Background: an optimization exercise with open tools, aiming at small area. Do not read the settings as production practice.
At most, simulation tests tie the RTL to the original design; equivalence was not proved.
For runs 4 and 5, only the layout was checked, not whether the RTL still works.
Power and IR drop assume default switching activity.

File: flow/run.sh
#!/bin/bash
# The standard layout (standard.sh), with two changes: the ports are
# buffered with the smallest buffer (buf_1) instead of the default choice,
# and clock tree synthesis inserts no dummy loads. Everything else,
# synthesis included, is the standard flow. Its output goes to
# standard.log in the work folder.
export BUFFER_PORTS_ARGS="-buffer_cell sky130_fd_sc_hd__buf_1"
export CTS_ARGS="-sink_clustering_enable -repair_clock_nets -dont_use_dummy_load -sink_clustering_size 25 -sink_clustering_max_diameter 80"
bash standard.sh > standard.log 2>&1
File: standard.sh
#!/bin/bash
# synth_recipe.tcl (not shown) runs the flow's synth.tcl, then flattens the netlist and writes it again
# the make line also repeats each setting of config.mk as NAME=value (left out here)
make -C /OpenROAD-flow-scripts/flow DESIGN_CONFIG=/design/flow/config.mk WORK_HOME=/design/flow/orfs CLKGATE_MAP_FILE= SYNTH_SCRIPT=/design/flow/synth_recipe.tcl "${@:-finish}"
File: config.mk
export PLATFORM = sky130hd
export DESIGN_NAME = CPU
export DESIGN_NICKNAME = CPU
export VERILOG_FILES = /design/flow/design.v
export SDC_FILE = /design/flow/constraint.sdc
export NUM_CORES = 4
export LEC_CHECK = 0
export CAP_MARGIN = 20
export CORE_MARGIN = 2
export CORE_UTILIZATION = 40
export CTS_CLUSTER_DIAMETER = 80
export CTS_CLUSTER_SIZE = 25
export PLACE_DENSITY = 0.6
export SLEW_MARGIN = 20
File: constraint.sdc
create_clock -name core_clock -period 18.0 [get_ports {clk}]
set_input_delay 3.6000 -clock core_clock [delete_from_list [all_inputs] [get_ports {clk}]]
set_output_delay 3.6000 -clock core_clock [all_outputs]
set_load 0.01 [all_outputs]
File: design.v
module ula (
    input clk,
    input ativo,           
    input carga_carry,     
    input x,               
    input y,               
    input inv,             
    input [5:0] mag,       
    input a_mul,           
    output s,              
    output p               
);
    reg c;
    reg [4:0] atraso;      
    reg [2:0] c_mul;
    wire yi = y ^ inv;
    assign s = x ^ yi ^ c;
    wire [3:0] soma = (mag[0] & a_mul) + (mag[1] & atraso[0]) + (mag[2] & atraso[1]) +
                      (mag[3] & atraso[2]) + (mag[4] & atraso[3]) + (mag[5] & atraso[4]) +
                      c_mul;
    assign p = soma[0];
    always @(posedge clk) begin
        if (ativo) begin
            c <= (x & yi) | (x & c) | (yi & c);
            atraso <= {atraso[3:0], a_mul};
            c_mul <= soma[3:1];
        end else begin
            c <= carga_carry;
            atraso <= 5'd0;
            c_mul <= 3'd0;
        end
    end
endmodule
module memoria(
    input clk,
    input clear,               
    input escreve,             
    input [3:0] endereco_escrita,
    input bit_escrita,
    input [3:0] endereco_a,
    input [3:0] endereco_b,
    output bit_a,
    output bit_b
);
    reg [15:0] banco [0:15];
    wire [15:0] pos0;
    genvar r;
    generate
        for (r = 0; r < 16; r = r + 1) begin : g_reg
            assign pos0[r] = banco[r][0];
            always @(posedge clk)
                banco[r] <= {clear ? 1'b0 :
                             (escreve && endereco_escrita == r) ? bit_escrita :
                             banco[r][0], banco[r][15:1]};
        end
    endgenerate
    assign bit_a = pos0[endereco_a];
    assign bit_b = pos0[endereco_b];
endmodule
module binarioParaBCD (
    input [15:0] valor,
    input [1:0] sel,           
    output maior_igual,
    output [15:0] diferenca
);
    reg [15:0] k;
    always @(*) begin
        case (sel)
            2'd0: k = 16'd10000;
            2'd1: k = 16'd1000;
            2'd2: k = 16'd100;
            default: k = 16'd10;
        endcase
    end
    wire [16:0] d = {1'b0, valor} - {1'b0, k};
    assign maior_igual = ~d[16];
    assign diferenca = d[15:0];
endmodule
module debounce_Botao(
    input clk, rst, botaoAgora,
    output reg botaoPressionado
);
    localparam [5:0] CONTA_50 = 6'b010011;
    reg [5:0] contador;
    reg botaoAnterior;
    reg botaoEstavel;
    wire diferente = botaoAgora != botaoAnterior;
    wire fim = contador == CONTA_50;
    always @(posedge clk) begin
        if (rst) begin
            contador <= 6'd0;
            botaoAnterior <= 1'b0;
            botaoEstavel <= 1'b0;
            botaoPressionado <= 1'b0;
        end else begin
            if (diferente && !fim)
                contador <= {contador[4:0], ~(contador[5] ^ contador[4])};
            else
                contador <= 6'd0;
            if (diferente && fim)
                botaoEstavel <= botaoAgora;
            botaoAnterior <= botaoEstavel;
            botaoPressionado <= botaoEstavel & ~botaoAnterior;
        end
    end
endmodule
module lcd(
    input wire clk,
    input wire reset,
    input wire sinal_start,
    input wire [2:0] entrada_op,
    input wire [3:0] entrada_end,
    input wire captura,           
    input wire bit_valor,         
    input wire le_sinal,          
    input wire bit_sinal,
    output wire quer_captura,     
    output wire [3:0] end_atual,
    output reg [7:0] saida_dados,
    output reg lcd_rs,
    output wire lcd_rw,
    output wire lcd_e
);
    localparam [1:0]
        EST_ESPERA = 2'd0,        
        EST_OCIOSO = 2'd1,
        EST_SLOT   = 2'd2;
    reg [1:0] est;
    reg [9:0] c;
    reg [5:0] index;
    reg [2:0] op_salva;
    reg [3:0] end_salvo;
    reg sinal;
    reg [15:0] val;               
    reg [3:0] digito;             
    wire init = index[5] & index[4];
    wire boot = index[2];         
    wire extrai_janela = (est == EST_SLOT) && (index[5:2] == 4'd7);   
    wire ge;
    wire [15:0] dif;
    binarioParaBCD conversor (.valor(val), .sel(index[1:0]), .maior_igual(ge), .diferenca(dif));
    wire extrai = extrai_janela && ge;
    assign quer_captura = (est == EST_SLOT) && (index == 6'd0);
    wire longo = init & index[1] & ~index[0];                  
    wire fim_init = init & index[1] & index[0] &               
                    c[4] & c[3] & c[2];
    wire fim_slot = longo ? (c[7] & c[6] & c[4] & c[0])        
                          : (c[4] & c[3] & c[2] & c[0]);       
    wire fim_msg = index[5] & ~index[4] & index[0];            
    wire fim_espera = boot ? (c[9] & c[8] & c[7] & c[6] & c[5] & c[3] & c[1])   
                           : (c[5] & c[3] & c[0]);             
    always @(posedge clk) begin
        if (captura)
            val <= {bit_valor, val[15:1]};
        else if (extrai)
            val <= dif;
        if (le_sinal)
            sinal <= bit_sinal;
    end
    always @(posedge clk) begin
        if (reset) begin
            est <= EST_ESPERA;
            c <= 10'd0;
            index <= 6'd60;
        end else begin
            c[5:0] <= c[5:0] + 6'd1;
            c[9:6] <= c[9:6] + {3'd0, (&c[5:0]) | extrai};
            case (est)
                EST_ESPERA: begin
                    if (fim_espera) begin
                        c <= 10'd0;
                        est <= EST_SLOT;
                        if (!boot) begin
                            index <= 6'd0;
                            op_salva <= entrada_op;
                            end_salvo <= entrada_end;
                        end else
                            index <= 6'd56;
                    end
                end
                EST_OCIOSO: begin
                    if (sinal_start) begin
                        c <= 10'd0;
                        est <= EST_ESPERA;
                    end
                end
                default: begin  
                    if (fim_init)
                        est <= EST_OCIOSO;
                    else if (fim_slot) begin
                        if (fim_msg)
                            est <= EST_OCIOSO;
                        else begin
                            c <= 10'd0;
                            index <= index + 6'd1;
                        end
                    end
                end
            endcase
        end
    end
    always @(posedge clk)
        if (est == EST_SLOT && fim_slot)
            digito <= c[9:6];
    function [7:0] nome_op;
        input [2:0] op;
        input [1:0] i;
        reg [31:0] s;
        begin
            case (op)
                3'b000: s = "LOAD";
                3'b001: s = "ADD ";
                3'b010: s = "ADDI";
                3'b011: s = "SUB ";
                3'b100: s = "SUBI";
                3'b101: s = "MULT";
                3'b110: s = "CLR ";
                default: s = "DPL ";
            endcase
            case (i)
                2'd0: nome_op = s[31:24];
                2'd1: nome_op = s[23:16];
                2'd2: nome_op = s[15:8];
                default: nome_op = s[7:0];
            endcase
        end
    endfunction
    always @(*) begin
        lcd_rs = 1'b1;
        saida_dados = " ";
        begin
            case (index)
                6'd56: begin lcd_rs = 1'b0; saida_dados = 8'h38; end
                6'd57: begin lcd_rs = 1'b0; saida_dados = 8'h0C; end
                6'd58: begin lcd_rs = 1'b0; saida_dados = 8'h01; end
                6'd59: begin lcd_rs = 1'b0; saida_dados = 8'h06; end
                6'd60: begin lcd_rs = 1'b0; saida_dados = 8'h00; end
                6'd0: begin lcd_rs = 1'b0; saida_dados = 8'h80; end
                6'd17: begin lcd_rs = 1'b0; saida_dados = 8'hC0; end
                6'd1, 6'd2, 6'd3, 6'd4: saida_dados = nome_op(op_salva, index[1:0] - 2'd1);
                6'd11: saida_dados = "[";
                6'd12: saida_dados = end_salvo[3] ? "1" : "0";
                6'd13: saida_dados = end_salvo[2] ? "1" : "0";
                6'd14: saida_dados = end_salvo[1] ? "1" : "0";
                6'd15: saida_dados = end_salvo[0] ? "1" : "0";
                6'd16: saida_dados = "]";
                6'd28: saida_dados = sinal ? "-" : "+";
                6'd29, 6'd30, 6'd31, 6'd32: saida_dados = {4'h3, digito};
                6'd33: saida_dados = {4'h3, val[3:0]};
                default: saida_dados = " ";
            endcase
        end
    end
    assign end_atual = end_salvo;
    assign lcd_rw = 1'b0;
    assign lcd_e = (est == EST_SLOT) && (c[5:3] == 3'd0) && (c[2:0] != 3'd7) &&
                   (!init || c[7:6] == 2'd0);
endmodule
module CPU (
    input clk,
    input rst,
    input botao_ligar_agora,
    input botao_enviar_agora,
    input [17:0] instrucao_completa,
    output reg flag_clear_memoria,
    output reg flag_escrever,
    output [7:0] lcd_data,
    output lcd_rs,
    output lcd_rw,
    output lcd_e,
    output lcd_on,
    output lcd_blon
);
    assign lcd_on = 1'b1;
    assign lcd_blon = 1'b1;
    localparam OP_LOAD = 3'b000;
    localparam OP_ADD = 3'b001;
    localparam OP_ADDI = 3'b010;
    localparam OP_SUB = 3'b011;
    localparam OP_SUBI = 3'b100;
    localparam OP_MUL = 3'b101;
    localparam OP_CLEAR = 3'b110;
    localparam OP_DISPLAY = 3'b111;
    localparam S_DESLIGADO = 2'd0,
               S_AGUARDANDO = 2'd1,
               S_EXECUTANDO = 2'd2;
    reg [1:0] estado;
    reg sistema_ligado;
    wire flag_ligar, flag_enviar;
    debounce_Botao detector_ligar (
        .clk(clk), .rst(rst),
        .botaoAgora(botao_ligar_agora), .botaoPressionado(flag_ligar)
    );
    debounce_Botao detector_enviar (
        .clk(clk), .rst(rst),
        .botaoAgora(botao_enviar_agora), .botaoPressionado(flag_enviar)
    );
    always @(posedge clk) begin
        if (rst)
            sistema_ligado <= 1'b0;
        else if (flag_ligar)
            sistema_ligado <= ~sistema_ligado;
    end
    always @(posedge clk) begin
        if (~sistema_ligado)
            estado <= S_DESLIGADO;
        else begin
            case (estado)
                S_DESLIGADO: estado <= S_AGUARDANDO;
                S_AGUARDANDO: if (flag_enviar) estado <= S_EXECUTANDO;
                S_EXECUTANDO: estado <= S_AGUARDANDO;
                default: estado <= estado;
            endcase
        end
    end
    wire [2:0] opcode_chaves = instrucao_completa[17:15];
    always @(*) begin
        flag_clear_memoria = (estado == S_EXECUTANDO) && (opcode_chaves == OP_CLEAR);
        flag_escrever = (estado == S_EXECUTANDO) && !(opcode_chaves[2] && opcode_chaves[1]);
    end
    wire inicia = sistema_ligado && (estado == S_AGUARDANDO) && flag_enviar;
    reg [17:0] ir;
    always @(posedge clk)
        if (inicia) ir <= instrucao_completa;
    wire [2:0] op = ir[17:15];
    wire [3:0] rd = ir[14:11];
    wire [3:0] ra = ir[10:7];
    wire [3:0] rb = ir[3:0];
    wire sgn = ir[6];
    wire [5:0] mag = ir[5:0];
    reg [3:0] fase;         
    reg pendente, rodando;
    always @(posedge clk) begin
        if (~sistema_ligado) begin
            fase <= 4'd0;
            pendente <= 1'b0;
            rodando <= 1'b0;
        end else begin
            fase <= fase + 4'd1;
            if (fase == 4'd15) begin
                rodando <= pendente;
                pendente <= inicia;
            end else if (inicia)
                pendente <= 1'b1;
        end
    end
    wire quer_captura;
    reg captura;
    wire le_sinal = quer_captura && (fase == 4'd15) && !captura;
    always @(posedge clk) begin
        if (~sistema_ligado)
            captura <= 1'b0;
        else if (fase == 4'd15)
            captura <= le_sinal;
    end
    wire [3:0] end_lcd;
    wire bit_a, bit_b;
    wire soma, prod;
    wire leitura_lcd = quer_captura | captura;
    wire limpa = ~sistema_ligado | (rodando && op == OP_CLEAR);
    wire escreve = rodando && (op[2] == 1'b0 || op[1] == 1'b0);
    wire m_k = (fase < 4'd6) ? mag[fase[2:0]] : 1'b0;
    reg x, y, inv;
    reg sinal_lcd;
    always @(*) begin
        x = bit_a; y = m_k; inv = sgn;
        case (op)
            OP_LOAD: begin x = 1'b0; y = m_k; inv = sgn; end
            OP_ADD:  begin x = bit_a; y = bit_b; inv = 1'b0; end
            OP_ADDI: begin x = bit_a; y = m_k; inv = sgn; end
            OP_SUB:  begin x = bit_a; y = bit_b; inv = 1'b1; end
            OP_SUBI: begin x = bit_a; y = m_k; inv = ~sgn; end
            default: begin x = 1'b0; y = prod; inv = sgn; end
        endcase
        if (captura) begin
            x = 1'b0; y = bit_a; inv = sinal_lcd;
        end
    end
    always @(posedge clk)
        if (le_sinal) sinal_lcd <= bit_a;
    ula ula (
        .clk(clk),
        .ativo(rodando | captura),
        .carga_carry(le_sinal ? bit_a : inv),
        .x(x), .y(y), .inv(inv),
        .mag(mag), .a_mul(bit_a),
        .s(soma), .p(prod)
    );
    memoria banco_memoria (
        .clk(clk),
        .clear(limpa),
        .escreve(escreve),
        .endereco_escrita(rd),
        .bit_escrita(soma),
        .endereco_a(leitura_lcd ? end_lcd : ra),
        .endereco_b(rb),
        .bit_a(bit_a),
        .bit_b(bit_b)
    );
    lcd displayLCD (
        .clk(clk),
        .reset(~sistema_ligado),
        .sinal_start(flag_enviar),
        .entrada_op(op),
        .entrada_end(op == OP_CLEAR ? 4'd0 : rd),
        .captura(captura),
        .bit_valor(soma),
        .le_sinal(le_sinal),
        .bit_sinal(bit_a),
        .quer_captura(quer_captura),
        .end_atual(end_lcd),
        .saida_dados(lcd_data),
        .lcd_rs(lcd_rs),
        .lcd_rw(lcd_rw),
        .lcd_e(lcd_e)
    );
endmodule
==> impl_metrics.csv, run 1 <==
group,metric,value,unit
outcome,outcome,"complete, no violations",
min_path,hp-class,"register to register",
pwr,p_clk_share,33.7,%
clock_tree,clk_pin_slew,90,ps
final_layout,final_cell_area,0.01212,mm^2
synth,yosys-top-cells-area,"dfxtp_1, edfxtp_1, ha_1",
global_routing,grt_pass1_wl,29930,um
clock_tree,cts_tree,"done",
clock_tree,clk_path_buf_depth,3,
sta,tightest_slew,1056,ps
synth,synth-edff-count,46,
sta,setup_viol,0,
synth,ys_seq_area_share,68.15,%
synth,synth_largest_area_cell,"dfxtp_1",
drt,vias,6258,
clock_tree,ctsResizeCount,0,
final_layout,diodes,0,
floorplan,fp.dieW,171.0,um
min_path,hold_end,"banco_memoria.banco[13][4]",
synth,syn_area_per_cell,12.33,um^2
synth,ys_seq_elements,357,
pwr,leakage,4.482,nW
worst_setup_path,arrival,4090,ps
global_routing,antenna_found_initial,0,
clock_tree,postCtsHoldBufs,0,
pwr,p_per_area,100.6,mW/mm^2
floorplan,die-height,171.0,um
final_layout,fill_cells,2594,
min_path,min_from,"banco_memoria.banco[13][5]",
final_layout,nets,985,
sta,fmax,130.1,MHz
synth,async_flop_share,0,%
global_routing,first_global_vias,5950,
drt,drt-pass1-iter-count,7,
placed_design,dp_slack,10320,ps
synth,netlist_area,0.01116,mm^2
pwr,ir_worst_vdd,0.07603,mV
sta,clock-skew-final,49.82,ps
floorplan,rows,61,
clock_tree,postCtsSetupRepairBufs,0,
pwr,p_int,0.9945,mW
drt,drtIter0Drc,374,
synth,yosysUniqueCellTypes,64,
sta,fin_ws,10310,ps
placed_design,placed_area,0.01164,mm^2
pwr,swShare,18.45,%
sta,timing.hold.ws,301.7,ps
drt,drc,0,
sta,rsz0062_at_grt,"false",
worst_setup_path,r2r_cells,19,
placed_design,gp_congestion,0.8226,
worst_setup_path,timing.rr.start,"displayLCD.index[0]",
placed_design,dp_hpwl,12990,um
drt,ant_nets,0,
worst_setup_path,worstSetupEndpointType,"primary output",
global_routing,grt_usage,12.64,%
synth,synth_ff_type,"dfxtp_1",
worst_setup_path,worstReg2RegEnd,"displayLCD.val[15]",
worst_setup_path,cp.required,14400,ps
placed_design,port_buffers,33,
pwr,combPwrFrac,0.3,%
clock_tree,insertion_delay,510,ps
clock_tree,cts.sinks,357,
clock_tree,numCtsBuffers,19,
synth,yosysWarnings,7,
sta,layout_min_cycle_time,7688,ps
sta,final.setup.tns,0,ps
clock_tree,htree_num_levels,1,
pwr,seqPwrFrac,66.0,%
worst_setup_path,setup.worst_path.start_class,"input port",
sta,max-slew-margin-rel,29.50,%
synth,postSynthCellCount,905,
floorplan,dieArea,0.02926,mm^2
drt,wl,18440,um
pwr,switchingPower,0.2250,mW
floorplan,start_util,40.40,%
flow_run,maxCapViolations,0,
sta,hold_viol,0,
sta,maxSlewViolCount,0,
synth,synth.top_cell.area_share,55.78,%
min_path,holdPathStages,0,
global_routing,grt_max_degree,31,
floorplan,coreArea,0.02763,mm^2
worst_setup_path,crit_fanout,3,
floorplan,io_pins,37,
pwr,power.total,1.220,mW
global_routing,grt.overflow.total,0,
clock_tree,cts_root_buffer,"clkbuf_16",
final_layout,drive_gt1_share,4.746,%
worst_setup_path,crit_type,"input port to primary output",
drt,post_drt_wl_per_cell,14.13,um
sta,fin_crit_sh,42.71,%
drt,viasPerCell,4.795,
worst_setup_path,rrSetupSlack,11970,ps
final_layout,syn2layout_area_growth,8.620,%
## worst max path at each step
stage	slack, ps	start	endpoint
global route	10280	instrucao_completa[17]	flag_clear_memoria
CTS	10320	instrucao_completa[17]	flag_clear_memoria
floorplan	10500	instrucao_completa[15]	flag_clear_memoria
finish	10310	instrucao_completa[17]	flag_clear_memoria
detailed placement	10320	instrucao_completa[17]	flag_clear_memoria
global placement	10330	instrucao_completa[17]	flag_clear_memoria
## power by group through the flow
| stage | logic [mW] | clock network [mW] | registers [mW] |
|---|---|---|---|
| final | 0.00371 | 0.411 | 0.805 |
| after detailed placement | 0.00382 | 0 | 0.823 |
| after global routing | 0.00417 | 0.454 | 0.805 |
| after CTS | 0.00384 | 0.425 | 0.805 |
| after global placement | 0.00373 | 0 | 0.823 |
| after floorplan | 0.00154 | 0 | 0.823 |
## cell usage in the layout (no fill, tap or decap), types with 3 or more instances in the layout
| cell | instances |
|---|---|
| o31ai_1 | 5 |
| xnor2_1 | 15 |
| nor4_1 | 7 |
| o21ai_0 | 42 |
| a211oi_1 | 10 |
| nand2b_1 | 3 |
| fa_1 | 6 |
| ha_1 | 28 |
| a21oi_1 | 42 |
| a311oi_1 | 13 |
| a21o_1 | 3 |
| and3_1 | 8 |
| nand3_1 | 22 |
| conb_1 | 3 |
| clkbuf_16 | 19 |
| nand2_1 | 56 |
| nor3_1 | 19 |
| inv_1 | 30 |
| or4_1 | 3 |
| or3_1 | 3 |
| o211a_1 | 3 |
| nand4b_1 | 3 |
| buf_1 | 33 |
| nor2_1 | 52 |
| or2_2 | 3 |
| a2111oi_0 | 4 |
| and2_1 | 26 |
| mux2i_1 | 14 |
| a221oi_1 | 4 |
| o211ai_1 | 3 |
| a31oi_1 | 9 |
| dfxtp_1 | 311 |
| o21bai_1 | 3 |
| nor2_2 | 3 |
| nor2b_1 | 21 |
| edfxtp_1 | 46 |
| mux4_2 | 9 |
| xor2_1 | 9 |
| nand4_1 | 3 |
## layout make-up
type	instances	area, um^2	share of cell area [%]
multi-input combinational	486	3321	27.39
clock buffer	19	475.5	3.922
inverter	31	116.4	0.9598
tap	378	473.0	3.901
timing repair buffer	34	131.4	1.084
sequential	357	7607	62.75
## synthesized netlist by cell type, types with 5 or more instances
library cell,number
dfxtp_1,311
clkbuf_1,25
mux4_2,9
o21ai_0,42
o31ai_1,5
a31oi_1,9
a211oi_1,10
edfxtp_1,46
and2_1,26
nor4_1,7
and3_1,8
nor2b_1,21
nor2_1,53
a21oi_1,42
mux2i_1,14
inv_1,30
fa_1,6
ha_1,28
xnor2_1,15
xor2_1,9
a311oi_1,13
nand3_1,22
nor3_1,19
nand2_1,56
## per-stage QoR
stage | std cells | utilization, %
3_3_place_gp | 1286 | 42.13
4_1_cts | 1305 | 43.85
5_1_grt | 1305 | 43.88
2_1_floorplan | 906 | -
3_5_place_dp | 1286 | 42.13
6_report | 1305 | 43.88
## layer usage
layer / wire length, um / GRT usage (%)
met2: 8486 / 20.86
met1: 9030 / 17.70
met4: 255 / 2.800
met3: 663 / 1.781
met5: 0 / 0
## kinds of logic (layout without fill, tap and decap cells)
kind of cell / Yosys count / after routing / share of synthesized area (%)
flip-flops: 357 / 357 / 68.15
AND/OR/NAND/NOR: 242 / 242 / 10.92
AO/OA/AOI/OAI: 157 / 157 / 9.124
buffers and inverters: 63 / 84 / 2.231
adder cells (fa/ha/maj): 34 / 34 / 4.215
multiplexers: 26 / 26 / 3.408
XOR/XNOR: 24 / 24 / 1.883
other: 2 / 3 / 0.06728
## critical path, cell delays in order
cell     delay (ps)
buf_1           120
nand2_1          70
nor3_1          120
buf_1           180
## sequential cells by signal, indices dropped and copies added (netlist names), 5 cells and up
name / cells
displayLCD.index: 6
ula.atraso: 5
detector_ligar.contador: 6
displayLCD.val: 16
detector_enviar.contador: 6
banco_memoria.banco: 256
ir: 18
displayLCD.c: 10
==> run 2, diff against run 1 <==
--- a/flow/run.sh
+++ b/flow/run.sh
@@ -5,5 +5,5 @@
 # synthesis included, is the standard flow. Its output goes to
 # standard.log in the work folder.
 export BUFFER_PORTS_ARGS="-buffer_cell sky130_fd_sc_hd__buf_1"
-export CTS_ARGS="-sink_clustering_enable -repair_clock_nets -dont_use_dummy_load -sink_clustering_size 25 -sink_clustering_max_diameter 80"
+export CTS_ARGS="-sink_clustering_enable -repair_clock_nets -dont_use_dummy_load -sink_clustering_size 28 -sink_clustering_max_diameter 80"
 bash standard.sh > standard.log 2>&1
==> run 2 against run 1 <==
Clock-buffer cell count fell by 2. Final cell count is 0.15% lower. First-iteration DRC count increased by 5.1%. Core utilization is 0.18 points lower. Fmax hardly changed. Critical path type unchanged. Via count increased by 0.16%. Global-route usage about the same. Routed wire length up 0.13%. Cell area down 0.41%. Hold slack improved by 0.94 ps. Register-to-register slack barely moved. Largest cell class unchanged.
==> impl_metrics.csv, run 2 <==
group,metric,value,unit
pwr,p_per_area,99.12,mW/mm^2
synth,synth-simple-area-share,10.92,%
global_routing,antenna_found_initial,0,
pwr,swShare,18.45,%
final_layout,drive_gt1_share,4.541,%
flow_run,maxCapViolations,0,
final_layout,regMostFlops,"banco_memoria.banco",
drt,vias,6268,
synth,syn_area_per_cell,12.33,um^2
clock_tree,cts.sinks,357,
pwr,combPwrFrac,0.3,%
floorplan,rows,61,
worst_setup_path,crit_path_cell_trace,"buf_1 > nand2_1 > nor3_1 > buf_1",
synth,yosysUniqueCellTypes,64,
synth,yosysWarnings,7,
min_path,hp-class,"register to register",
drt,viasPerCell,4.810,
clock_tree,postCtsHoldBufs,0,
placed_design,port_buffers,33,
worst_setup_path,worstSetupEndpointType,"primary output",
synth,synth_largest_area_cell,"dfxtp_1",
worst_setup_path,cpMostUsedCell,"buf_1",
sta,max-slew-margin-rel,30.36,%
synth,yosys-top-cells-area,"dfxtp_1, edfxtp_1, ha_1",
pwr,switchingPower,0.2208,mW
pwr,seqPwrFrac,67.2,%
drt,ant_nets,0,
synth,ys_seq_area_share,68.15,%
synth,synth-edff-count,46,
worst_setup_path,path_delay_family,"buffers and inverters",
drt,drc,0,
worst_setup_path,setup.worst_path.start_class,"input port",
clock_tree,cts_root_buffer,"clkbuf_16",
floorplan,fp.dieW,171.0,um
pwr,leakage,4.457,nW
final_layout,top_regs,"banco_memoria.banco x256, ir x18, displayLCD.val x16",
pwr,ir_worst_vdd,0.09624,mV
final_layout,instances_no_fill,1303,
placed_design,placed_cells,1286,
sta,final.setup.tns,0,ps
clock_tree,cts_tree,"done",
final_layout,nets,983,
drt,drtIter0Drc,393,
worst_setup_path,cp.required,14400,ps
synth,synth_top_family_by_area,"simple AND/OR/NAND/NOR gates",
final_layout,largest_register_ffs,256,
sta,rsz0062_at_grt,"false",
floorplan,dieArea,0.02926,mm^2
sta,tightest_slew,1044,ps
floorplan,coreArea,0.02763,mm^2
placed_design,dp_hpwl,12990,um
drt,drt-pass1-iter-count,5,
clock_tree,insertion_delay,490,ps
floorplan,io_pins,37,
drt,wl,18460,um
worst_setup_path,arrival,4090,ps
final_layout,final_cell_area,0.01207,mm^2
synth,synth_xor_area_share,1.883,%
placed_design,gp_congestion,0.8226,
floorplan,die-height,171.0,um
clock_tree,clk_pin_slew,100,ps
outcome,outcome,"complete, no violations",
final_layout,final_common_cell,"dfxtp_1",
final_layout,syn2layout_area_growth,8.172,%
global_routing,grt.overflow.total,0,
worst_setup_path,crit_type,"input port to primary output",
sta,fmax,130.1,MHz
sta,fin_crit_sh,42.70,%
worst_setup_path,crit_fanout,3,
drt,post_drt_wl_per_cell,14.17,um
sta,clock-skew-final,25.55,ps
synth,async_flop_share,0,%
placed_design,placed_area,0.01164,mm^2
sta,setup_viol,0,
clock_tree,numCtsBuffers,17,
sta,hold_viol,0,
global_routing,grt_pass1_wl,29940,um
pwr,p_clk_share,32.5,%
final_layout,layout_common_cells,"dfxtp_1, nand2_1, nor2_1",
worst_setup_path,cp_slowest_cell,"buf_1",
global_routing,grt_usage,12.67,%
clock_tree,htree_num_levels,1,
synth,yosys-mux-area-fraction,3.408,%
pwr,p_int,0.9759,mW
synth,yosys.area_share.adder,4.215,%
floorplan,start_util,40.40,%
worst_setup_path,worst-path-buf-inv,2,
clock_tree,ctsResizeCount,0,
synth,netlist_area,0.01116,mm^2
synth,synthTopCellsByCount,"dfxtp_1, nand2_1, nor2_1",
sta,maxSlewViolCount,0,
synth,postSynthCellCount,905,
global_routing,first_global_vias,5935,
synth,synth_ff_type,"dfxtp_1",
sta,layout_min_cycle_time,7686,ps
synth,synth.top_cell.area_share,55.78,%
worst_setup_path,cp_slowest_stage_delay,180,ps
clock_tree,postCtsSetupRepairBufs,0,
synth,synth.most_common_cell,"dfxtp_1",
synth,ys_seq_elements,357,
final_layout,diodes,0,
global_routing,grt_max_degree,31,
clock_tree,clk_path_buf_depth,3,
sta,timing.hold.ws,302.7,ps
synth,synth-compound-area-share,9.125,%
## run 2: cell counts after synthesis
No cell type changed its count.
## run 2: per-stage QoR
step                worst slack (ps)  util, %  total power, mW
floorplan                      10500        -           0.8246
global placement               10330    42.13           0.8268
detailed placement             10320    42.13           0.8270
CTS                            10320    43.67            1.212
global route                   10280    43.70            1.242
finish                         10310    43.70            1.197
## run 2: power by group through the flow
| stage | clock, mW | combinational [mW] | sequential (mW) |
|---|---|---|---|
| global route | 0.433 | 0.00416 | 0.805 |
| finish | 0.388 | 0.00372 | 0.805 |
| detailed placement | 0 | 0.00382 | 0.823 |
| CTS | 0.403 | 0.00383 | 0.805 |
| global placement | 0 | 0.00373 | 0.823 |
| floorplan | 0 | 0.00154 | 0.823 |
## run 2: worst register-to-register path, stage by stage (launching register included)
cell and delay (ps):
dfxtp_1 600, inv_1 150, ha_1 460, a41oi_4 340
mux2_4 380, mux4_2 460, mux2i_1 140, mux2i_1 170
and2_1 220, fa_1 490, inv_1 60, fa_1 540
nor3b_1 50, a31oi_1 140, a21oi_1 80, a21oi_1 180
xor2_1 190, fa_1 680, a311oi_1 550
## run 2: final timing paths
kind	startpoint	slack, ps	end	cells past startpoint
worst min-delay path	banco_memoria.banco[10][6]	300	banco_memoria.banco[10][5]	0
worst max register to register	displayLCD.index[0]	11970	banco_memoria.banco[4][15]	18
worst max-delay path	instrucao_completa[17]	10310	flag_clear_memoria	4
worst min register to register	banco_memoria.banco[10][6]	300	banco_memoria.banco[10][5]	0
## run 2: final cells by class
type	count	area [um^2]
inverter	31	116.4
timing repair buffer	34	131.4
clock buffer	17	425.4
sequential	357	7607
multi-input combinational	486	3321
fill	2592	15550
tap	378	473.0
## run 2: logic make-up (layout without fill, tap and decap cells)
logic type,count (synthesis),count (layout)
AOI/OAI and AO/OA,157,157
other,2,3
xor gates and xnor gates,24,24
muxes,26,26
adders and majority gates,34,34
DFF,357,357
and+or+nand+nor,242,242
buffers and inverters,63,82
## run 2: routing by layer
| layer | vias to the layer above | track usage (%) | wire length (um) |
|---|---|---|---|
| met3 | 24 | 1.989 | 711 |
| met5 | - | 0 | 0 |
| met2 | 116 | 20.95 | 8488 |
| li1 | 3176 | - | - |
| met4 | 0 | 2.469 | 228 |
| met1 | 2952 | 17.69 | 9030 |
==> run 3, diff against run 2 <==
--- a/flow/run.sh
+++ b/flow/run.sh
@@ -1,7 +1,8 @@
 #!/bin/bash
 # The standard layout (standard.sh), with two changes: the ports are
 # buffered with the smallest buffer (buf_1) instead of the default choice,
-# and clock tree synthesis inserts no dummy loads. Everything else,
+# and clock tree synthesis inserts no dummy loads (its sink clusters of up
+# to 28 flip-flops within 80 um, as in config.mk). Everything else,
 # synthesis included, is the standard flow. Its output goes to
 # standard.log in the work folder.
 export BUFFER_PORTS_ARGS="-buffer_cell sky130_fd_sc_hd__buf_1"
--- a/config.mk
+++ b/config.mk
@@ -9,6 +9,6 @@
 export CORE_MARGIN = 2
 export CORE_UTILIZATION = 40
 export CTS_CLUSTER_DIAMETER = 80
-export CTS_CLUSTER_SIZE = 25
+export CTS_CLUSTER_SIZE = 28
 export PLACE_DENSITY = 0.6
 export SLEW_MARGIN = 20
==> run 3 against run 2 <==
Global-route usage unchanged. Core utilization unchanged. Final cell count unchanged. Hold slack unchanged. Clock power about the same. Die area unchanged. Cell area unchanged. Sequential power about the same. Critical endpoint unchanged. Highest routed layer unchanged.
==> impl_metrics.csv, run 3 <==
group,metric,value,unit
worst_setup_path,cpMostUsedCell,"buf_1",
synth,yosys-top-cells-area,"dfxtp_1, edfxtp_1, ha_1",
worst_setup_path,path_delay_family,"buffers and inverters",
worst_setup_path,crit_fanout,3,
global_routing,grt_pass1_wl,29940,um
worst_setup_path,rrSetupSlack,11970,ps
final_layout,final-seq-area,0.007607,mm^2
synth,synth.top_cell.area_share,55.78,%
sta,setup_viol,0,
sta,rsz0062_at_grt,"false",
placed_design,port_buffers,33,
clock_tree,ctsResizeCount,0,
clock_tree,clk_pin_slew,100,ps
floorplan,fp.dieW,171.0,um
worst_setup_path,worst-path-buf-inv,2,
sta,tightest_slew,1044,ps
clock_tree,clk_path_buf_depth,3,
final_layout,regMostFlops,"banco_memoria.banco",
drt,drt-pass1-iter-count,5,
sta,fin_ws,10310,ps
clock_tree,htree_num_levels,1,
sta,layout_min_cycle_time,7686,ps
synth,synth-edff-count,46,
drt,ant_nets,0,
drt,vias,6268,
sta,hold_viol,0,
floorplan,io_pins,37,
clock_tree,insertion_delay,490,ps
worst_setup_path,crit_type,"input port to primary output",
clock_tree,postCtsHoldBufs,0,
synth,postSynthCellCount,905,
worst_setup_path,timing.rr.start,"displayLCD.index[0]",
placed_design,dp_slack,10320,ps
sta,timing.hold.ws,302.7,ps
floorplan,dieArea,0.02926,mm^2
sta,final.setup.tns,0,ps
floorplan,rows,61,
final_layout,drive_gt1_share,4.541,%
synth,netlist_area,0.01116,mm^2
global_routing,first_global_vias,5935,
sta,max-slew-margin-rel,30.36,%
worst_setup_path,worstReg2RegEnd,"banco_memoria.banco[4][15]",
synth,async_flop_share,0,%
final_layout,final_common_cell,"dfxtp_1",
sta,maxSlewViolCount,0,
final_layout,diodes,0,
final_layout,largest_register_ffs,256,
min_path,hp-class,"register to register",
synth,synthTopCellsByCount,"dfxtp_1, nand2_1, nor2_1",
floorplan,die-height,171.0,um
sta,fmax,130.1,MHz
pwr,leakage,4.457,nW
pwr,p_per_area,99.12,mW/mm^2
worst_setup_path,r2r_cells,18,
worst_setup_path,setup.worst_path.start_class,"input port",
drt,drtIter0Drc,393,
final_layout,top_regs,"banco_memoria.banco x256, ir x18, displayLCD.val x16",
final_layout,multi_input_area,0.003321,mm^2
flow_run,maxCapViolations,0,
global_routing,grt_max_degree,31,
synth,ys_seq_area_share,68.15,%
final_layout,fill_cells,2592,
sta,fin_crit_sh,42.70,%
global_routing,grt_usage,12.67,%
synth,ys_seq_elements,357,
clock_tree,postCtsSetupRepairBufs,0,
synth,synth_largest_area_cell,"dfxtp_1",
placed_design,dp_hpwl,12990,um
global_routing,antenna_found_initial,0,
worst_setup_path,worstSetupEndpointType,"primary output",
drt,drc,0,
drt,wl,18460,um
synth,synth_ff_type,"dfxtp_1",
worst_setup_path,cp_slowest_cell,"buf_1",
worst_setup_path,arrival,4090,ps
min_path,holdPathStages,0,
synth,yosysUniqueCellTypes,64,
sta,clock-skew-final,25.55,ps
synth,yosysWarnings,7,
drt,viasPerCell,4.810,
final_layout,syn2layout_area_growth,8.172,%
final_layout,nets,983,
clock_tree,cts_tree,"done",
placed_design,gp_congestion,0.8226,
min_path,hold_end,"banco_memoria.banco[10][5]",
pwr,ir_worst_vdd,0.09624,mV
clock_tree,numCtsBuffers,17,
final_layout,layout_common_cells,"dfxtp_1, nand2_1, nor2_1",
worst_setup_path,crit_path_cell_trace,"buf_1 > nand2_1 > nor3_1 > buf_1",
worst_setup_path,cp-startpoint,"instrucao_completa[17]",
synth,syn_area_per_cell,12.33,um^2
floorplan,coreArea,0.02763,mm^2
global_routing,grt.overflow.total,0,
outcome,outcome,"complete, no violations",
min_path,min_from,"banco_memoria.banco[10][6]",
clock_tree,cts.sinks,357,
clock_tree,cts_root_buffer,"clkbuf_16",
drt,post_drt_wl_per_cell,14.17,um
floorplan,start_util,40.40,%
worst_setup_path,cp_slowest_stage_delay,180,ps
worst_setup_path,cp.required,14400,ps
synth,synth.most_common_cell,"dfxtp_1",
[run 3: cells by family (layout without fill, tap and decap cells)]
kind of cell | after synthesis | after routing | share of synthesized area (%)
compound gates | 157 | 157 | 9.124
flops | 357 | 357 | 68.15
buf+inv | 63 | 82 | 2.231
xor+xnor | 24 | 24 | 1.883
simple gates | 242 | 242 | 10.92
mux | 26 | 26 | 3.408
other cells | 2 | 3 | 0.06728
fa+ha+maj | 34 | 34 | 4.215
[run 3: per-layer routing]
metal  track usage [%]  routed length, um
met5                 0                  0
met4             2.469                228
met3             1.989                711
met2             20.95               8488
met1             17.69               9030
[run 3: per-stage QoR]
stage	utilization, %	cells	power (mW)	instance area [um^2]
after floorplan	-	906	0.8246	11170
after global placement	42.13	1286	0.8268	11640
after detailed placement	42.13	1286	0.8270	11640
after CTS	43.67	1303	1.212	12070
after global routing	43.70	1303	1.242	12070
final	43.70	1303	1.197	12070
[run 3: power breakdown]
part | internal, mW | total (mW) | switching [mW]
Clock | 0.170 | 0.388 | 0.218
Sequential | 0.804 | 0.805 | 0.000228
Combinational | 0.00148 | 0.00372 | 0.00224
Total | 0.976 | 1.20 | 0.221
[run 3: worst max-delay path by stage]
stage / depth (start not counted) / end / slack [ps]
CTS: 4 / flag_clear_memoria / 10320
global placement: 4 / flag_clear_memoria / 10330
detailed placement: 4 / flag_clear_memoria / 10320
floorplan: 1 / flag_clear_memoria / 10500
finish: 4 / flag_clear_memoria / 10310
global route: 4 / flag_clear_memoria / 10280
[run 3: area by class of cell]
type / instances / area share [%]
inverter: 31 / 0.9637
multi-input combinational: 486 / 27.50
clock buffer: 17 / 3.523
timing repair buffer: 34 / 1.088
sequential: 357 / 63.01
tap: 378 / 3.917
==> run 4, diff against run 3 <==
--- a/design.v
+++ b/design.v
@@ -359,17 +359,18 @@
     wire leitura_lcd = quer_captura | captura;
     wire limpa = ~sistema_ligado | (rodando && op == OP_CLEAR);
     wire escreve = rodando && (op[2] == 1'b0 || op[1] == 1'b0);
-    wire m_k = (fase < 4'd6) ? mag[fase[2:0]] : 1'b0;
+    wire impulso = (fase == 4'd0);
+    wire a_mul = (op == OP_MUL) ? bit_a : impulso;
     reg x, y, inv;
     reg sinal_lcd;
     always @(*) begin
-        x = bit_a; y = m_k; inv = sgn;
+        x = bit_a; y = prod; inv = sgn;
         case (op)
-            OP_LOAD: begin x = 1'b0; y = m_k; inv = sgn; end
+            OP_LOAD: begin x = 1'b0; y = prod; inv = sgn; end
             OP_ADD:  begin x = bit_a; y = bit_b; inv = 1'b0; end
-            OP_ADDI: begin x = bit_a; y = m_k; inv = sgn; end
+            OP_ADDI: begin x = bit_a; y = prod; inv = sgn; end
             OP_SUB:  begin x = bit_a; y = bit_b; inv = 1'b1; end
-            OP_SUBI: begin x = bit_a; y = m_k; inv = ~sgn; end
+            OP_SUBI: begin x = bit_a; y = prod; inv = ~sgn; end
             default: begin x = 1'b0; y = prod; inv = sgn; end
         endcase
         if (captura) begin
@@ -383,7 +384,7 @@
         .ativo(rodando | captura),
         .carga_carry(le_sinal ? bit_a : inv),
         .x(x), .y(y), .inv(inv),
-        .mag(mag), .a_mul(bit_a),
+        .mag(mag), .a_mul(a_mul),
         .s(soma), .p(prod)
     );
     memoria banco_memoria (
==> flow/run.sh (replaced) <==
#!/bin/bash
# The standard layout (standard.sh), with two changes: the ports are
# buffered with the smallest buffer (buf_1) instead of the default choice,
# and clock tree synthesis inserts no dummy loads. Everything else,
# synthesis included, is the standard flow. Its output goes to
# standard.log in the work folder.
export BUFFER_PORTS_ARGS="-buffer_cell sky130_fd_sc_hd__buf_1"
export CTS_ARGS="-sink_clustering_enable -repair_clock_nets -dont_use_dummy_load -sink_clustering_size 25 -sink_clustering_max_diameter 80"
bash standard.sh > standard.log 2>&1
--- a/config.mk
+++ b/config.mk
@@ -9,6 +9,6 @@
 export CORE_MARGIN = 2
 export CORE_UTILIZATION = 40
 export CTS_CLUSTER_DIAMETER = 80
-export CTS_CLUSTER_SIZE = 28
+export CTS_CLUSTER_SIZE = 25
 export PLACE_DENSITY = 0.6
 export SLEW_MARGIN = 20
==> run 4 against run 3 <==
Largest power group unchanged. Clock-buffer cell count rose by 2. Critical path type unchanged. Setup slack improved by 1.9 ps. Final cell count rose by 1.3%.
==> impl_metrics.csv, run 4 <==
group,metric,value,unit
outcome,outcome,"complete, no violations",
pwr,swShare,18.36,%
synth,synth.most_common_cell,"dfxtp_1",
global_routing,grt_max_degree,34,
synth,ys_seq_elements,357,
clock_tree,clk_path_buf_depth,3,
clock_tree,cts_tree,"done",
final_layout,syn2layout_area_growth,8.721,%
clock_tree,htree_num_levels,1,
pwr,switchingPower,0.2237,mW
drt,post_drt_wl_per_cell,14.50,um
final_layout,final_common_cell,"dfxtp_1",
sta,fmax,130.1,MHz
pwr,leakage,4.644,nW
final_layout,regMostFlops,"banco_memoria.banco",
worst_setup_path,r2r_cells,20,
synth,netlist_area,0.01129,mm^2
drt,drc,0,
clock_tree,cts.sinks,357,
worst_setup_path,setup.worst_path.start_class,"input port",
clock_tree,cts_root_buffer,"clkbuf_16",
sta,layout_min_cycle_time,7685,ps
global_routing,grt_pass1_wl,30800,um
drt,ant_nets,0,
global_routing,first_global_vias,6056,
worst_setup_path,cp-startpoint,"instrucao_completa[17]",
sta,maxSlewViolCount,0,
clock_tree,numCtsBuffers,19,
sta,rsz0062_at_grt,"false",
synth,yosys-top-cells-area,"dfxtp_1, edfxtp_1, ha_1",
sta,setup_viol,0,
floorplan,rows,61,
worst_setup_path,crit_fanout,3,
worst_setup_path,timing.rr.start,"displayLCD.index[0]",
drt,drtIter0Drc,331,
synth,yosysUniqueCellTypes,72,
pwr,ir_worst_vdd,0.07795,mV
synth,synth_ff_type,"dfxtp_1",
final_layout,final-seq-area,0.007607,mm^2
pwr,p_per_area,99.25,mW/mm^2
sta,fin_ws,10320,ps
synth,async_flop_share,0,%
global_routing,antenna_found_initial,0,
pwr,p_int,0.9946,mW
pwr,combPwrFrac,0.3,%
sta,clock-skew-final,28.98,ps
floorplan,io_pins,37,
floorplan,dieArea,0.02959,mm^2
worst_setup_path,cp.required,14400,ps
worst_setup_path,arrival,4080,ps
synth,ys_seq_area_share,67.38,%
floorplan,coreArea,0.02778,mm^2
sta,tightest_slew,826.9,ps
global_routing,grt.overflow.total,0,
drt,vias,6434,
worst_setup_path,worstReg2RegEnd,"displayLCD.val[15]",
pwr,p_clk_share,33.7,%
final_layout,nets,1001,
worst_setup_path,cp_slowest_stage_delay,170,ps
synth,syn_area_per_cell,12.33,um^2
global_routing,grt_usage,13.12,%
final_layout,multi_input_area,0.003448,mm^2
clock_tree,clk_pin_slew,90,ps
final_layout,layout_common_cells,"dfxtp_1, nand2_1, nor2_1",
final_layout,fill_cells,2640,
worst_setup_path,crit_path_cell_trace,"buf_1 > nand2_1 > nor3_1 > buf_1",
clock_tree,ctsResizeCount,0,
placed_design,port_buffers,33,
floorplan,fp.dieW,172.0,um
synth,synth-edff-count,46,
worst_setup_path,rrSetupSlack,11790,ps
worst_setup_path,cp_slowest_cell,"buf_1",
synth,postSynthCellCount,916,
sta,max-slew-margin-rel,44.45,%
worst_setup_path,crit_type,"input port to primary output",
worst_setup_path,path_delay_family,"buffers and inverters",
clock_tree,postCtsSetupRepairBufs,0,
worst_setup_path,path_depth,4,
drt,wl,19140,um
placed_design,gp_congestion,0.8342,
min_path,hp-class,"register to register",
synth,synth_largest_area_cell,"dfxtp_1",
sta,hold_viol,0,
placed_design,dp_hpwl,13350,um
sta,final.setup.tns,0,ps
sta,fin_crit_sh,42.69,%
final_layout,largest_register_ffs,256,
final_layout,top_regs,"banco_memoria.banco x256, ir x18, displayLCD.val x16",
clock_tree,postCtsHoldBufs,0,
floorplan,start_util,40.64,%
drt,drt-pass1-iter-count,5,
floorplan,die-height,172.0,um
clock_tree,insertion_delay,500,ps
worst_setup_path,worst-path-buf-inv,2,
synth,synthTopCellsByCount,"dfxtp_1, nand2_1, nor2_1",
pwr,seqPwrFrac,66.0,%
final_layout,diodes,0,
drt,viasPerCell,4.874,
worst_setup_path,cpMostUsedCell,"buf_1",
worst_setup_path,crit_end,"flag_clear_memoria",
worst_setup_path,worstSetupEndpointType,"primary output",
final_layout,drive_gt1_share,5.202,%
placed_design,dp_slack,10310,ps
synth,yosysWarnings,7,
flow_run,maxCapViolations,0,
final_layout,final_util,44.19,%
synth,synth.top_cell.area_share,55.14,%
-- run 4: cell families after synthesis --
logic type	count (synthesis)	synth area share [%]
multiplexers	25	3.391
AND/OR/NAND/NOR	255	11.47
buffers and inverters	62	2.294
AO/OA/AOI/OAI	157	9.342
flip-flops	357	67.38
adder cells (fa/ha/maj)	35	4.278
XOR/XNOR	23	1.784
other	2	0.06651
-- run 4: how the worst min path moves through the flow --
stage	from	end	slack [ps]	depth (start not counted)
2_1_floorplan	banco_memoria.banco[0][1]	banco_memoria.banco[0][0]	310	0
3_3_place_gp	banco_memoria.banco[1][1]	banco_memoria.banco[1][0]	310	0
3_5_place_dp	banco_memoria.banco[10][15]	banco_memoria.banco[10][14]	310	0
4_1_cts	banco_memoria.banco[8][9]	banco_memoria.banco[8][8]	300	0
5_1_grt	banco_memoria.banco[8][9]	banco_memoria.banco[8][8]	310	0
6_report	banco_memoria.banco[8][9]	banco_memoria.banco[8][8]	290	0
-- run 4: per-layer routing --
metal | part of all wire, % | up-vias | track usage [%]
li1 | - | 3233 | -
met1 | 48 | 3048 | 17.70
met2 | 45 | 120 | 21.65
met3 | 3.9 | 33 | 2.060
met4 | 2.8 | 0 | 4.275
met5 | 0 | - | 0
-- run 4: cell type report --
| cell class | count | share of cell area (%) |
|---|---|---|
| inverter | 32 | 0.9785 |
| clock buffer | 19 | 3.873 |
| timing repair buffer | 36 | 1.233 |
| multi-input combinational | 498 | 28.09 |
| tap | 378 | 3.853 |
| sequential | 357 | 61.97 |
-- run 4: power groups by stage --
stage | clock (mW) | combinational (mW) | sequential [mW]
after floorplan | 0 | 0.00154 | 0.823
after global placement | 0 | 0.00365 | 0.823
after detailed placement | 0 | 0.00371 | 0.823
after CTS | 0.430 | 0.00373 | 0.805
after global routing | 0.458 | 0.00415 | 0.805
final | 0.410 | 0.00370 | 0.805
-- run 4: stage by stage --
stage	instance area (um^2)	cells	hold slack [ps]	total power, mW
floorplan	11290	917	309.6	0.8246
global placement	11770	1300	310.0	0.8267
detailed placement	11770	1300	312.1	0.8268
CTS	12250	1319	297.3	1.239
global route	12280	1320	311.0	1.267
finish	12280	1320	292.1	1.218
==> run 5, diff against run 4 <==
--- a/design.v
+++ b/design.v
@@ -135,12 +135,12 @@
     reg [3:0] digito;             
     wire init = index[5] & index[4];
     wire boot = index[2];         
-    wire extrai_janela = (est == EST_SLOT) && (index[5:2] == 4'd7);   
+    wire extrai_janela = est[1] && (index[5:2] == 4'd7);   
     wire ge;
     wire [15:0] dif;
     binarioParaBCD conversor (.valor(val), .sel(index[1:0]), .maior_igual(ge), .diferenca(dif));
     wire extrai = extrai_janela && ge;
-    assign quer_captura = (est == EST_SLOT) && (index == 6'd0);
+    assign quer_captura = est[1] && (index == 6'd0);
     wire longo = init & index[1] & ~index[0];                  
     wire fim_init = init & index[1] & index[0] &               
                     c[4] & c[3] & c[2];
@@ -200,7 +200,7 @@
         end
     end
     always @(posedge clk)
-        if (est == EST_SLOT && fim_slot)
+        if (est[1] && fim_slot)
             digito <= c[9:6];
     function [7:0] nome_op;
         input [2:0] op;
@@ -253,7 +253,7 @@
     end
     assign end_atual = end_salvo;
     assign lcd_rw = 1'b0;
-    assign lcd_e = (est == EST_SLOT) && (c[5:3] == 3'd0) && (c[2:0] != 3'd7) &&
+    assign lcd_e = est[1] && (c[5:3] == 3'd0) && (c[2:0] != 3'd7) &&
                    (!init || c[7:6] == 2'd0);
 endmodule
 module CPU (
@@ -301,24 +301,16 @@
         else if (flag_ligar)
             sistema_ligado <= ~sistema_ligado;
     end
+    wire inicia = sistema_ligado && estado[0] && flag_enviar;
     always @(posedge clk) begin
-        if (~sistema_ligado)
-            estado <= S_DESLIGADO;
-        else begin
-            case (estado)
-                S_DESLIGADO: estado <= S_AGUARDANDO;
-                S_AGUARDANDO: if (flag_enviar) estado <= S_EXECUTANDO;
-                S_EXECUTANDO: estado <= S_AGUARDANDO;
-                default: estado <= estado;
-            endcase
-        end
+        estado[1] <= inicia;
+        estado[0] <= sistema_ligado && !inicia;
     end
     wire [2:0] opcode_chaves = instrucao_completa[17:15];
     always @(*) begin
-        flag_clear_memoria = (estado == S_EXECUTANDO) && (opcode_chaves == OP_CLEAR);
-        flag_escrever = (estado == S_EXECUTANDO) && !(opcode_chaves[2] && opcode_chaves[1]);
+        flag_clear_memoria = estado[1] && (opcode_chaves == OP_CLEAR);
+        flag_escrever = estado[1] && !(opcode_chaves[2] && opcode_chaves[1]);
     end
-    wire inicia = sistema_ligado && (estado == S_AGUARDANDO) && flag_enviar;
     reg [17:0] ir;
     always @(posedge clk)
         if (inicia) ir <= instrucao_completa;
@@ -359,18 +351,17 @@
     wire leitura_lcd = quer_captura | captura;
     wire limpa = ~sistema_ligado | (rodando && op == OP_CLEAR);
     wire escreve = rodando && (op[2] == 1'b0 || op[1] == 1'b0);
-    wire impulso = (fase == 4'd0);
-    wire a_mul = (op == OP_MUL) ? bit_a : impulso;
+    wire m_k = (fase < 4'd6) ? mag[fase[2:0]] : 1'b0;
     reg x, y, inv;
     reg sinal_lcd;
     always @(*) begin
-        x = bit_a; y = prod; inv = sgn;
+        x = bit_a; y = m_k; inv = sgn;
         case (op)
-            OP_LOAD: begin x = 1'b0; y = prod; inv = sgn; end
+            OP_LOAD: begin x = 1'b0; y = m_k; inv = sgn; end
             OP_ADD:  begin x = bit_a; y = bit_b; inv = 1'b0; end
-            OP_ADDI: begin x = bit_a; y = prod; inv = sgn; end
+            OP_ADDI: begin x = bit_a; y = m_k; inv = sgn; end
             OP_SUB:  begin x = bit_a; y = bit_b; inv = 1'b1; end
-            OP_SUBI: begin x = bit_a; y = prod; inv = ~sgn; end
+            OP_SUBI: begin x = bit_a; y = m_k; inv = ~sgn; end
             default: begin x = 1'b0; y = prod; inv = sgn; end
         endcase
         if (captura) begin
@@ -384,7 +375,7 @@
         .ativo(rodando | captura),
         .carga_carry(le_sinal ? bit_a : inv),
         .x(x), .y(y), .inv(inv),
-        .mag(mag), .a_mul(a_mul),
+        .mag(mag), .a_mul(bit_a),
         .s(soma), .p(prod)
     );
     memoria banco_memoria (
==> run 5 against run 4 <==
Die area about the same. Via count up 1.8%. Non-clock buffer count down 1. Global-route usage up 0.33 points. Synthesized cell count up 1.3%. Critical path depth down 1. Hold slack better by 29 ps. First-iteration DRC count up 29%. Fmax up 0.30%. Critical path type unchanged.
==> impl_metrics.csv, run 5 <==
group,metric,value,unit
outcome,outcome,"complete, no violations",
synth,synth.most_common_cell,"dfxtp_1",
worst_setup_path,path_delay_family,"buffers and inverters",
worst_setup_path,cp_slowest_cell,"and4b_1",
final_layout,final_common_cell,"dfxtp_1",
final_layout,top_regs,"banco_memoria.banco x256, ir x18, displayLCD.val x16",
floorplan,dieArea,0.02960,mm^2
sta,fmax,130.5,MHz
global_routing,grt_max_degree,33,
synth,synth_top_family_by_area,"simple AND/OR/NAND/NOR gates",
sta,layout_min_cycle_time,7662,ps
worst_setup_path,crit_path_cell_trace,"buf_1 > and4b_1 > buf_1",
floorplan,io_pins,37,
placed_design,dp_hpwl,13700,um
sta,rsz0062_at_grt,"false",
sta,max-slew-margin-rel,24.38,%
synth,yosysWarnings,7,
pwr,leakage,4.588,nW
pwr,ir_worst_vdd,0.07459,mV
synth,synth_ff_type,"dfxtp_1",
worst_setup_path,crit_fanout,3,
drt,viasPerCell,4.934,
clock_tree,insertion_delay,510,ps
drt,drt-pass1-iter-count,5,
final_layout,largest_register_ffs,256,
synth,netlist_area,0.01129,mm^2
synth,syn_area_per_cell,12.17,um^2
sta,fin_crit_sh,42.56,%
floorplan,die-height,172.0,um
final_layout,nets,1008,
pwr,power.total,1.223,mW
sta,hold_viol,0,
synth,async_flop_share,0,%
global_routing,antenna_found_initial,0,
flow_run,maxCapViolations,0,
floorplan,start_util,40.65,%
floorplan,rows,61,
drt,ant_nets,0,
synth,postSynthCellCount,928,
synth,yosys-top-cells-area,"dfxtp_1, edfxtp_1, ha_1",
worst_setup_path,crit_type,"input port to primary output",
placed_design,port_buffers,33,
placed_design,placed_cells,1308,
synth,synth_largest_area_cell,"dfxtp_1",
clock_tree,cts_root_buffer,"clkbuf_16",
synth,synthTopCellsByCount,"dfxtp_1, nand2_1, nor2_1",
drt,drtIter0Drc,428,
final_layout,syn2layout_area_growth,8.386,%
final_layout,diodes,0,
synth,synth-compound-area-share,8.685,%
placed_design,gp_congestion,0.8783,
floorplan,coreArea,0.02778,mm^2
clock_tree,clk_pin_slew,90,ps
worst_setup_path,worstSetupEndpointType,"primary output",
clock_tree,clk_path_buf_depth,3,
global_routing,first_global_vias,6114,
clock_tree,numCtsBuffers,19,
drt,post_drt_wl_per_cell,14.76,um
pwr,p_per_area,99.87,mW/mm^2
global_routing,grt_usage,13.44,%
final_layout,drive_gt1_share,5.158,%
synth,yosys.area_share.adder,4.165,%
worst_setup_path,arrival,4060,ps
clock_tree,htree_num_levels,1,
synth,ys_seq_area_share,67.35,%
clock_tree,postCtsHoldBufs,0,
synth,synth-simple-area-share,12.19,%
final_layout,layout_common_cells,"dfxtp_1, nand2_1, nor2_1",
drt,vias,6552,
min_path,hp-class,"register to register",
synth,synth_xor_area_share,1.473,%
clock_tree,cts_tree,"done",
sta,tightest_slew,1127,ps
global_routing,grt_pass1_wl,31540,um
synth,ys_seq_elements,357,
sta,maxSlewViolCount,0,
clock_tree,postCtsSetupRepairBufs,0,
final_layout,instances_no_fill,1328,
floorplan,fp.dieW,172.0,um
drt,wl,19600,um
synth,synth-edff-count,46,
worst_setup_path,cp.required,14400,ps
worst_setup_path,cpMostUsedCell,"buf_1",
drt,drc,0,
worst_setup_path,setup.worst_path.start_class,"input port",
clock_tree,cts.sinks,357,
final_layout,regMostFlops,"banco_memoria.banco",
synth,synth.top_cell.area_share,55.12,%
sta,setup_viol,0,
synth,yosysUniqueCellTypes,72,
global_routing,grt.overflow.total,0,
synth,yosys-mux-area-fraction,3.844,%
worst_setup_path,worst-path-buf-inv,2,
clock_tree,ctsResizeCount,0,
sta,clock-skew-final,45.34,ps
sta,final.setup.tns,0,ps
worst_setup_path,cp_slowest_stage_delay,200,ps
-- run 5: cell count changes after synthesis, moves of 5 or more --
cell	change
mux2_2	+5
nand2_1	+6
nand4_1	+5
o21ai_0	+6
nor2_1	+11
nor2b_1	-5
-- run 5: final cells by class --
type / count / area, um^2
multi-input cells: 510 / 3441
clock buffers: 19 / 475.5
flip-flops and latches: 357 / 7607
fillers: 2656 / 15540
repair buffers: 35 / 136.4
well taps: 378 / 473.0
inverters: 29 / 108.9
-- run 5: logic make-up after synthesis --
logic type / Yosys count
xor gates and xnor gates: 19
adders and majority gates: 34
and+or+nand+nor: 272
muxes: 32
other: 2
buffers and inverters: 62
AOI/OAI and AO/OA: 150
DFF: 357
-- run 5: power by group --
part | total (mW) | internal (mW) | switching, mW | leakage, nW
Sequential | 0.805 | 0.804 | 0.000199 | 2.92
Clock | 0.415 | 0.189 | 0.226 | 0.234
Combinational | 0.00343 | 0.00147 | 0.00195 | 1.44
Total | 1.22 | 0.995 | 0.228 | 4.59
-- run 5: stage by stage --
stage	cell area [um^2]	util [%]	setup WS (ps)	hold slack (ps)
floorplan	11300	-	10510	309.6
global placement	11760	42.33	10340	309.6
detailed placement	11760	42.33	10330	312.1
CTS	12240	44.04	10330	320.4
global route	12240	44.06	10280	325.8
finish	12240	44.06	10340	321.4
-- run 5: routing by layer --
| metal | part of all wire (%) | track usage, % | vias to the layer above |
|---|---|---|---|
| met2 | 45 | 21.90 | 153 |
| met4 | 3.0 | 4.823 | 0 |
| met3 | 4.2 | 1.785 | 40 |
| met1 | 48 | 18.43 | 3105 |
| met5 | 0 | 0 | - |
| li1 | - | - | 3254 |
-- run 5: path summary, 6_finish.rpt --
check | from | endpoint | slack [ps] | cells after the start
setup reg to reg | displayLCD.index[0] | displayLCD.val[15] | 11220 | 20
setup / recovery | instrucao_completa[16] | flag_clear_memoria | 10340 | 3
hold / removal | banco_memoria.banco[7][9] | banco_memoria.banco[7][8] | 320 | 0
hold reg to reg | banco_memoria.banco[7][9] | banco_memoria.banco[7][8] | 320 | 0

separate check: timing with driven ports:
Ports are ideal in the flow. The routed layouts listed here were re-timed in OpenROAD. Step 1 assumes that a clkbuf_16 drives the clock port and a buf_2 every other input. Step 2 adds t to the input delays and takes it off the output delays; t is the mean of the earliest and latest rising clock arrival at the registers after step 1. Input paths then give back, and output paths get back, about the clock's delay inside the block. a / b / c = ideal ports / drivers / drivers and shift; a / b = the first two.
run	t (ns)	setup WS [ns]	hold slack, ns
run 1	0.528	10.312 / 10.291 / 10.291	0.302 / 0.302 / 0.302
run 2	0.522	10.314 / 10.292 / 10.292	0.303 / 0.303 / 0.303
run 3	0.522	10.314 / 10.292 / 10.292	0.303 / 0.303 / 0.303
run 4	0.534	10.315 / 10.294 / 10.294	0.292 / 0.292 / 0.292
run 5	0.531	10.338 / 10.317 / 10.317	0.321 / 0.321 / 0.321
After both steps every run listed still meets setup and hold.
